Context: an optimization exercise on an open-source flow, tuned for small area and a short achievable clock period. The choices shown serve that exercise and are no tape-out recipe.
RTL that was checked went through simulation tests only; none was proved equivalent to the original.

==> flow/design.v (excerpt) <==
module half_sigmoid(
input rstn,
input clk,
input in_valid,
input [15:0] a,
output out_valid,
output [15:0] c
);
localparam DROWS = 2;                           
localparam DSTG  = (12 + DROWS - 1) / DROWS;    
localparam LAT   = 8 + DSTG;                    
reg [LAT:0] vpipe;
always @(posedge clk)
  if (!rstn) vpipe <= 0;
  else       vpipe <= {vpipe[LAT-1:0], in_valid};
assign out_valid = vpipe[LAT];
wire [4:0] E_i   = a[14:10];
wire       clp_i = (E_i > 5'd17);
reg  [9:0] M_0; reg [4:0] E_0; reg s_0, sp_0;
always @(posedge clk) begin
  M_0  <= clp_i ? 10'd0 : a[9:0];
  E_0  <= clp_i ? 5'd18 : E_i;
  s_0  <= a[15];
  sp_0 <= (a[15:1] == 15'h0200);
end
wire        ez_a = (E_0 == 5'd0);
wire [21:0] N_a  = {11'b0, 1'b1, M_0};
wire [21:0] t_a  = (N_a << 10) + (N_a << 9) - (N_a << 6) + (N_a << 2) + N_a;
wire        t21  = t_a[21];
wire [10:0] ym_a = ez_a ? 11'd0 : (t21 ? t_a[21:11] : t_a[20:10]);
reg [10:0] ym_1; reg [4:0] E_1; reg t21_1, sy_1, sp_1;
always @(posedge clk) begin
  ...
Size in the first run: about 4,100 cells after synthesis, roughly 34,000 um^2 of cells after synthesis.
==> flow/config.mk <==
export PLATFORM = sky130hd
export DESIGN_NAME = half_sigmoid
export DESIGN_NICKNAME = half_sigmoid
export VERILOG_FILES = /design/flow/design.v
export SDC_FILE = /design/flow/constraint.sdc
export NUM_CORES = 8
export LEC_CHECK = 0
export ABC_AREA = 0
export ABC_CLOCK_PERIOD_IN_PS = 4000
export CAP_MARGIN = 20
export CORE_MARGIN = 2
export CORE_UTILIZATION = 40
export SETUP_SLACK_MARGIN = 5
export SLEW_MARGIN = 20
==> flow/constraint.sdc <==
create_clock -name core_clock -period 9.5 [get_ports {clk}]
set_input_delay 1.9000 -clock core_clock [delete_from_list [all_inputs] [get_ports {clk}]]
set_output_delay 1.9000 -clock core_clock [all_outputs]
set_load 0.01 [all_outputs]
run.sh (not shown) runs the stock make flow with config.mk's settings and CLKGATE_MAP_FILE= SYNTH_SCRIPT=/design/flow/synth_recipe.tcl, a recipe that flattens the netlist after the stock synthesis.
The baseline passed the timing, DRC and antenna checks.
Next try:
==> flow/flow/run.sh (new file) <==
#!/bin/bash
# Standard ORFS layout, except that after the standard synthesis the
# combinational logic between the registers is re-mapped by ABC for area
# (flip-flops, their names and cell types are kept as synthesis made them).
set -euo pipefail
RES=$PWD/orfs/results/$FLOW_PLATFORM/half_sigmoid/base
YOSYS=$FLOW_HOME/../tools/install/yosys/bin/yosys
bash standard.sh synth > synth.log 2>&1
cp $RES/1_2_yosys.v $RES/1_2_yosys_std.v
LIB=$FLOW_HOME/platforms/$FLOW_PLATFORM/lib/sky130_fd_sc_hd__tt_025C_1v80.lib \
IN=$RES/1_2_yosys_std.v OUT=$RES/1_2_yosys.v TOP=$FLOW_TOP \
  $YOSYS -c flow/remap.tcl > remap.log 2>&1
bash standard.sh > standard.log 2>&1
==> flow/flow/remap.tcl (new file) <==
yosys -import
set lib $::env(LIB)
set dont {}
foreach c {probe_p_8 probec_p_8} { lappend dont -dont_use sky130_fd_sc_hd__$c }
lappend dont -dont_use {sky130_fd_sc_hd__lpflow_*} -dont_use {sky130_fd_sc_hd__fill_*}
read_liberty -ignore_miss_func $lib
read_verilog $::env(IN)
hierarchy -top $::env(TOP)
set seq {}
foreach m [split [string trim [tee -q -s result.string select -list-mod =A:liberty_cell]] "\n"] { }
# keep flip-flops and tie cells as cells
foreach c [split [exec grep -o {sky130_fd_sc_hd__\(df\|conb\|dl\|sdf\|ed\)[a-z0-9_]*} $::env(IN) | sort -u] "\n"] {
  if {$c ne ""} { setattr -mod -set keep_hierarchy 1 $c; lappend seq $c }
}
flatten
opt_clean
abc -liberty $lib {*}$dont -script "+strash;dch,-f;map,-a;topo"
opt_clean -purge
foreach c $seq { blackbox $c }
hierarchy -top $::env(TOP)
hilomap -singleton -hicell sky130_fd_sc_hd__conb_1 HI -locell sky130_fd_sc_hd__conb_1 LO
splitnets
opt_clean -purge
tee -o $::env(OUT).stat stat -liberty $lib
write_verilog -noattr -noexpr -nohex -nodec $::env(OUT)
==> flow/standard.sh (new file) <==
#!/bin/bash
# synth_recipe.tcl (not shown) runs the flow's synth.tcl, then flattens the netlist and writes it again
# the make line also repeats each setting of config.mk as NAME=value (left out here)
make -C /OpenROAD-flow-scripts/flow DESIGN_CONFIG=/design/flow/config.mk WORK_HOME=/design/flow/orfs CLKGATE_MAP_FILE= SYNTH_SCRIPT=/design/flow/synth_recipe.tcl "${@:-finish}"
--- a/flow/config.mk
+++ b/flow/config.mk
@@ -8,2 +8 @@
-export ABC_AREA = 0
-export ABC_CLOCK_PERIOD_IN_PS = 4000
+export ABC_AREA = 1
removed: flow/run.sh
What happened:
- The changed run completed without violations
- flip-flop and latch count does not change
- first-iteration DRC count goes down by about 14%
- synthesized cell count goes up by 5.9%
- routed wire length goes up by about 5%
Next try:
==> flow/run.sh (new file) <==
#!/bin/bash
# synth_recipe.tcl (not shown) runs the flow's synth.tcl, then flattens the netlist and writes it again
# the make line also repeats each setting of config.mk as NAME=value (left out here)
make -C /OpenROAD-flow-scripts/flow DESIGN_CONFIG=/design/flow/config.mk WORK_HOME=/design/flow/orfs CLKGATE_MAP_FILE= SYNTH_SCRIPT=/design/flow/synth_recipe.tcl finish
removed: flow/flow/run.sh
removed: flow/flow/remap.tcl
removed: flow/standard.sh
=> The changed run ran to the end with no violations; final area shrinks by 6.6%; routed wire length falls by 4.5%; core utilization goes down by 11 points.
Function was not checked in any run of this note: the RTL went through the layout flow alone.

* * *

Another version of the RTL of half_sigmoid (not shown whole).
Size: roughly 4300 cells after synthesis, ~36 I/O pins, ~28000 µm² of cells after synthesis.
clock: 9.5 ns
lec_check: 0
abc_area: 1
cap_margin: 20
core_margin: 2
core_utilization: 40
gpl_timing_driven: 0
setup_slack_margin: 5
slew_margin: 20
standard.sh (not shown) runs the stock make flow with config.mk's settings and CLKGATE_MAP_FILE= SYNTH_SCRIPT=/design/flow/synth_recipe.tcl, a recipe that flattens the netlist after the stock synthesis.
==> flow/flow/run.sh <==
#!/bin/bash
# Standard ORFS layout, except that after the standard synthesis the
# combinational logic between the registers is re-mapped by ABC for area
# (flip-flops, their names and cell types are kept as synthesis made them).
set -euo pipefail
RES=$PWD/orfs/results/$FLOW_PLATFORM/half_sigmoid/base
YOSYS=$FLOW_HOME/../tools/install/yosys/bin/yosys
bash standard.sh synth > synth.log 2>&1
cp $RES/1_2_yosys.v $RES/1_2_yosys_std.v
LIB=$FLOW_HOME/platforms/$FLOW_PLATFORM/lib/sky130_fd_sc_hd__tt_025C_1v80.lib \
IN=$RES/1_2_yosys_std.v OUT=$RES/1_2_yosys.v TOP=$FLOW_TOP \
  $YOSYS -c flow/remap.tcl > remap.log 2>&1
bash standard.sh finish BUFFER_PORTS_ARGS="-buffer_cell sky130_fd_sc_hd__buf_4" SETUP_SLACK_MARGIN=6.3 > standard.log 2>&1
==> flow/flow/abc.constr <==
set_driving_cell sky130_fd_sc_hd__buf_1
set_load 5
==> flow/flow/remap.tcl <==
yosys -import
set lib $::env(LIB)
set dont {}
foreach c {probe_p_8 probec_p_8} { lappend dont -dont_use sky130_fd_sc_hd__$c }
lappend dont -dont_use {sky130_fd_sc_hd__lpflow_*} -dont_use {sky130_fd_sc_hd__fill_*}
read_liberty -ignore_miss_func $lib
read_verilog $::env(IN)
hierarchy -top $::env(TOP)
set seq {}
foreach m [split [string trim [tee -q -s result.string select -list-mod =A:liberty_cell]] "\n"] { }
# keep flip-flops and tie cells as cells
foreach c [split [exec grep -o {sky130_fd_sc_hd__\(df\|conb\|dl\|sdf\|ed\)[a-z0-9_]*} $::env(IN) | sort -u] "\n"] {
  if {$c ne ""} { setattr -mod -set keep_hierarchy 1 $c; lappend seq $c }
}
flatten
opt_clean
abc -liberty $lib {*}$dont -script "+strash;dch,-f;map,-D,2500;topo;buffer;upsize;dnsize" -constr flow/abc.constr
opt_clean -purge
foreach c $seq { blackbox $c }
hierarchy -top $::env(TOP)
hilomap -singleton -hicell sky130_fd_sc_hd__conb_1 HI -locell sky130_fd_sc_hd__conb_1 LO
splitnets
opt_clean -purge
tee -o $::env(OUT).stat stat -liberty $lib
write_verilog -noattr -noexpr -nohex -nodec $::env(OUT)
Change:
--- a/flow/flow/run.sh
+++ b/flow/flow/run.sh
@@ -13 +13 @@
-bash standard.sh finish BUFFER_PORTS_ARGS="-buffer_cell sky130_fd_sc_hd__buf_4" SETUP_SLACK_MARGIN=6.3 > standard.log 2>&1
+bash standard.sh finish BUFFER_PORTS_ARGS="-buffer_cell sky130_fd_sc_hd__buf_4" SETUP_SLACK_MARGIN=6.0 > standard.log 2>&1
What happened:
- count of clock-buffer cells in the layout increases by 3
- sequential share of layout area rose by 2.0 points
- utilization is lower by 4.9 points
- die area is unchanged
- via count came out lower by 5.6%
- setup slack is better by 0.0088 ns
Function was not checked in any run of this note: the RTL went through the layout flow alone.

* * *

half_sigmoid, a different RTL version from the one above (not shown whole).
For scale: about 3,800 cells after synthesis, roughly 0.025 mm2 of cells after synthesis.
Settings: LEC_CHECK=0, ABC_AREA=1, CAP_MARGIN=20, CORE_MARGIN=2, CORE_UTILIZATION=40, CTS_BUF_LIST=sky130_fd_sc_hd__clkbuf_8, CTS_CLUSTER_SIZE=30, GPL_TIMING_DRIVEN=0, SETUP_SLACK_MARGIN=5, SLEW_MARGIN=20; clock period 9.5 ns.
==> flow/flow/run.sh <==
#!/bin/bash
# Standard ORFS layout, except that after the standard synthesis the
# combinational logic between the registers is re-mapped by ABC for area
# (flip-flops, their names and cell types are kept as synthesis made them),
# the port buffers are buf_4 cells and timing repair aims at a 3.9 ns period
# (setup margin 5.6 ns at the design's 9.5 ns clock; the SDC is unchanged).
set -euo pipefail
RES=$PWD/orfs/results/$FLOW_PLATFORM/half_sigmoid/base
YOSYS=$FLOW_HOME/../tools/install/yosys/bin/yosys
bash standard.sh synth > synth.log 2>&1
cp $RES/1_2_yosys.v $RES/1_2_yosys_std.v
LIB=$FLOW_HOME/platforms/$FLOW_PLATFORM/lib/sky130_fd_sc_hd__tt_025C_1v80.lib \
IN=$RES/1_2_yosys_std.v OUT=$RES/1_2_yosys.v TOP=$FLOW_TOP \
  $YOSYS -c flow/remap.tcl > remap.log 2>&1
bash standard.sh finish BUFFER_PORTS_ARGS="-buffer_cell sky130_fd_sc_hd__buf_4" SETUP_SLACK_MARGIN=5.6 > standard.log 2>&1
==> flow/flow/remap.tcl <==
yosys -import
set lib $::env(LIB)
set dont {}
foreach c {probe_p_8 probec_p_8} { lappend dont -dont_use sky130_fd_sc_hd__$c }
lappend dont -dont_use {sky130_fd_sc_hd__lpflow_*} -dont_use {sky130_fd_sc_hd__fill_*}
read_liberty -ignore_miss_func $lib
read_verilog $::env(IN)
hierarchy -top $::env(TOP)
set seq {}
foreach m [split [string trim [tee -q -s result.string select -list-mod =A:liberty_cell]] "\n"] { }
# keep flip-flops and tie cells as cells
foreach c [split [exec grep -o {sky130_fd_sc_hd__\(df\|conb\|dl\|sdf\|ed\)[a-z0-9_]*} $::env(IN) | sort -u] "\n"] {
  if {$c ne ""} { setattr -mod -set keep_hierarchy 1 $c; lappend seq $c }
}
flatten
opt_clean
abc -liberty $lib {*}$dont -script "+strash;dch,-f;map,-D,2200;topo;buffer;upsize;dnsize;strash;dch,-f;map,-D,2200;topo;buffer;upsize;dnsize;strash;dch,-f;map,-D,2200;topo;buffer;upsize;dnsize;strash;dch,-f;map,-D,2200;topo;buffer;upsize;dnsize;strash;dch,-f;map,-D,2200;topo;buffer;upsize;dnsize;strash;dch,-f;map,-D,2200;topo;buffer;upsize;dnsize" -constr flow/abc.constr
opt_clean -purge
foreach c $seq { blackbox $c }
hierarchy -top $::env(TOP)
hilomap -singleton -hicell sky130_fd_sc_hd__conb_1 HI -locell sky130_fd_sc_hd__conb_1 LO
splitnets
opt_clean -purge
tee -o $::env(OUT).stat stat -liberty $lib
write_verilog -noattr -noexpr -nohex -nodec $::env(OUT)
Scripts as last shown in full above: flow/flow/abc.constr
The baseline produced a clean layout.
Change:
==> flow/flow/run.sh (replaced) <==
#!/bin/bash
# Standard ORFS layout, except that after the standard synthesis the
# combinational logic between the registers is re-mapped by ABC for area
# (flip-flops, their names and cell types are kept as synthesis made them),
# the port buffers are buf_4 cells and timing repair aims at a 3.7 ns period
# (setup margin 5.8 ns at the design's 9.5 ns clock; the SDC is unchanged).
set -euo pipefail
RES=$PWD/orfs/results/$FLOW_PLATFORM/half_sigmoid/base
YOSYS=$FLOW_HOME/../tools/install/yosys/bin/yosys
bash standard.sh synth > synth.log 2>&1
cp $RES/1_2_yosys.v $RES/1_2_yosys_std.v
LIB=$FLOW_HOME/platforms/$FLOW_PLATFORM/lib/sky130_fd_sc_hd__tt_025C_1v80.lib \
IN=$RES/1_2_yosys_std.v OUT=$RES/1_2_yosys.v TOP=$FLOW_TOP \
  $YOSYS -c flow/remap.tcl > remap.log 2>&1
bash standard.sh finish BUFFER_PORTS_ARGS="-buffer_cell sky130_fd_sc_hd__buf_4" SETUP_SLACK_MARGIN=5.8 > standard.log 2>&1
- CTS_BUF_LIST: sky130_fd_sc_hd__clkbuf_8 -> unset
- CTS_CLUSTER_SIZE: 30 -> unset
Effect: The changed run completed with no timing, DRC or antenna violations. Worst setup slack improved by 100 ps. Maximum frequency went up by 2.9%. Global-route usage decreases by 0.12 points. Cell area goes up by 2.7%. Core utilization goes up by 1.2 points. Die area stays the same.
Change:
==> flow/flow/run.sh (replaced) <==
#!/bin/bash
# Standard ORFS layout, except that after the standard synthesis the
# combinational logic between the registers is re-mapped by ABC for area
# (flip-flops, their names and cell types are kept as synthesis made them),
# the port buffers are buf_4 cells and timing repair aims at a 3.9 ns period
# (setup margin 5.6 ns at the design's 9.5 ns clock; the SDC is unchanged).
set -euo pipefail
RES=$PWD/orfs/results/$FLOW_PLATFORM/half_sigmoid/base
YOSYS=$FLOW_HOME/../tools/install/yosys/bin/yosys
bash standard.sh synth > synth.log 2>&1
cp $RES/1_2_yosys.v $RES/1_2_yosys_std.v
LIB=$FLOW_HOME/platforms/$FLOW_PLATFORM/lib/sky130_fd_sc_hd__tt_025C_1v80.lib \
IN=$RES/1_2_yosys_std.v OUT=$RES/1_2_yosys.v TOP=$FLOW_TOP \
  $YOSYS -c flow/remap.tcl > remap.log 2>&1
bash standard.sh finish BUFFER_PORTS_ARGS="-buffer_cell sky130_fd_sc_hd__buf_4" SETUP_SLACK_MARGIN=5.6 > standard.log 2>&1
--- a/flow/flow/remap.tcl
+++ b/flow/flow/remap.tcl
@@ -15,5 +15,5 @@
 flatten
 opt_clean
-abc -liberty $lib {*}$dont -script "+strash;dch,-f;map,-D,2200;topo;buffer;upsize;dnsize;strash;dch,-f;map,-D,2200;topo;buffer;upsize;dnsize;strash;dch,-f;map,-D,2200;topo;buffer;upsize;dnsize;strash;dch,-f;map,-D,2200;topo;buffer;upsize;dnsize;strash;dch,-f;map,-D,2200;topo;buffer;upsize;dnsize;strash;dch,-f;map,-D,2200;topo;buffer;upsize;dnsize" -constr flow/abc.constr
+abc -liberty $lib {*}$dont -script "+strash;dch,-f;map,-D,2000;topo;buffer;upsize;dnsize;strash;dch,-f;map,-D,2000;topo;buffer;upsize;dnsize;strash;dch,-f;map,-D,2000;topo;buffer;upsize;dnsize;strash;dch,-f;map,-D,2000;topo;buffer;upsize;dnsize;strash;dch,-f;map,-D,2000;topo;buffer;upsize;dnsize;strash;dch,-f;map,-D,2000;topo;buffer;upsize;dnsize" -constr flow/abc.constr
 opt_clean -purge
 foreach c $seq { blackbox $c }
Clock skew falls by 23 ps.
Sequential cell count does not change.
Hold slack gains 16 ps.
Non-clock buffer count falls by 37.
Via count rises by a few percent.
Global-route usage rises by 0.39 points.
Wire length rises by a few percent.

[afterwards: timing with drivers on the ports]
How much do the figures lean on ideal ports? The routed layouts below were timed once more, with nothing changed but the port constraints.
Step 1, drivers: a clkbuf_16 drives clk and a buf_2 each remaining input, both assumed.
Step 2, shift: input delay + t, output delay - t, t = (earliest + latest rising clock arrival at the registers) / 2. This alone moves slack from input paths to output paths.
Three values: ideal ports, drivers, drivers and shift; two values: the first two.
run | shift t [ns] | setup WS [ns] | latest minus earliest clock arrival (ns) | worst data-port slew with drivers (ns)
the first run of note 1 | 0.658 | 4.641 / 4.641 / 4.641 | 0.024 / 0.024 | 0.03
the second run of note 1 | 0.688 | 4.379 / 4.379 / 4.379 | 0.046 / 0.046 | 0.06
the third run of note 1 | 0.668 | 5.256 / 5.256 / 5.256 | 0.017 / 0.018 | 0.05
the first run of note 2 | 0.671 | 5.707 / 5.707 / 5.707 | 0.023 / 0.023 | 0.03
the second run of note 2 | 0.644 | 5.716 / 5.716 / 5.716 | 0.028 / 0.028 | 0.03
the first run of note 3 | 0.695 | 5.880 / 5.880 / 5.880 | 0.034 / 0.035 | 0.04
the second run of note 3 | 0.639 | 5.983 / 5.983 / 5.983 | 0.047 / 0.047 | 0.04
the third run of note 3 | 0.631 | 5.933 / 5.933 / 5.933 | 0.026 / 0.026 | 0.04
After both steps setup and hold are still met in every run listed.
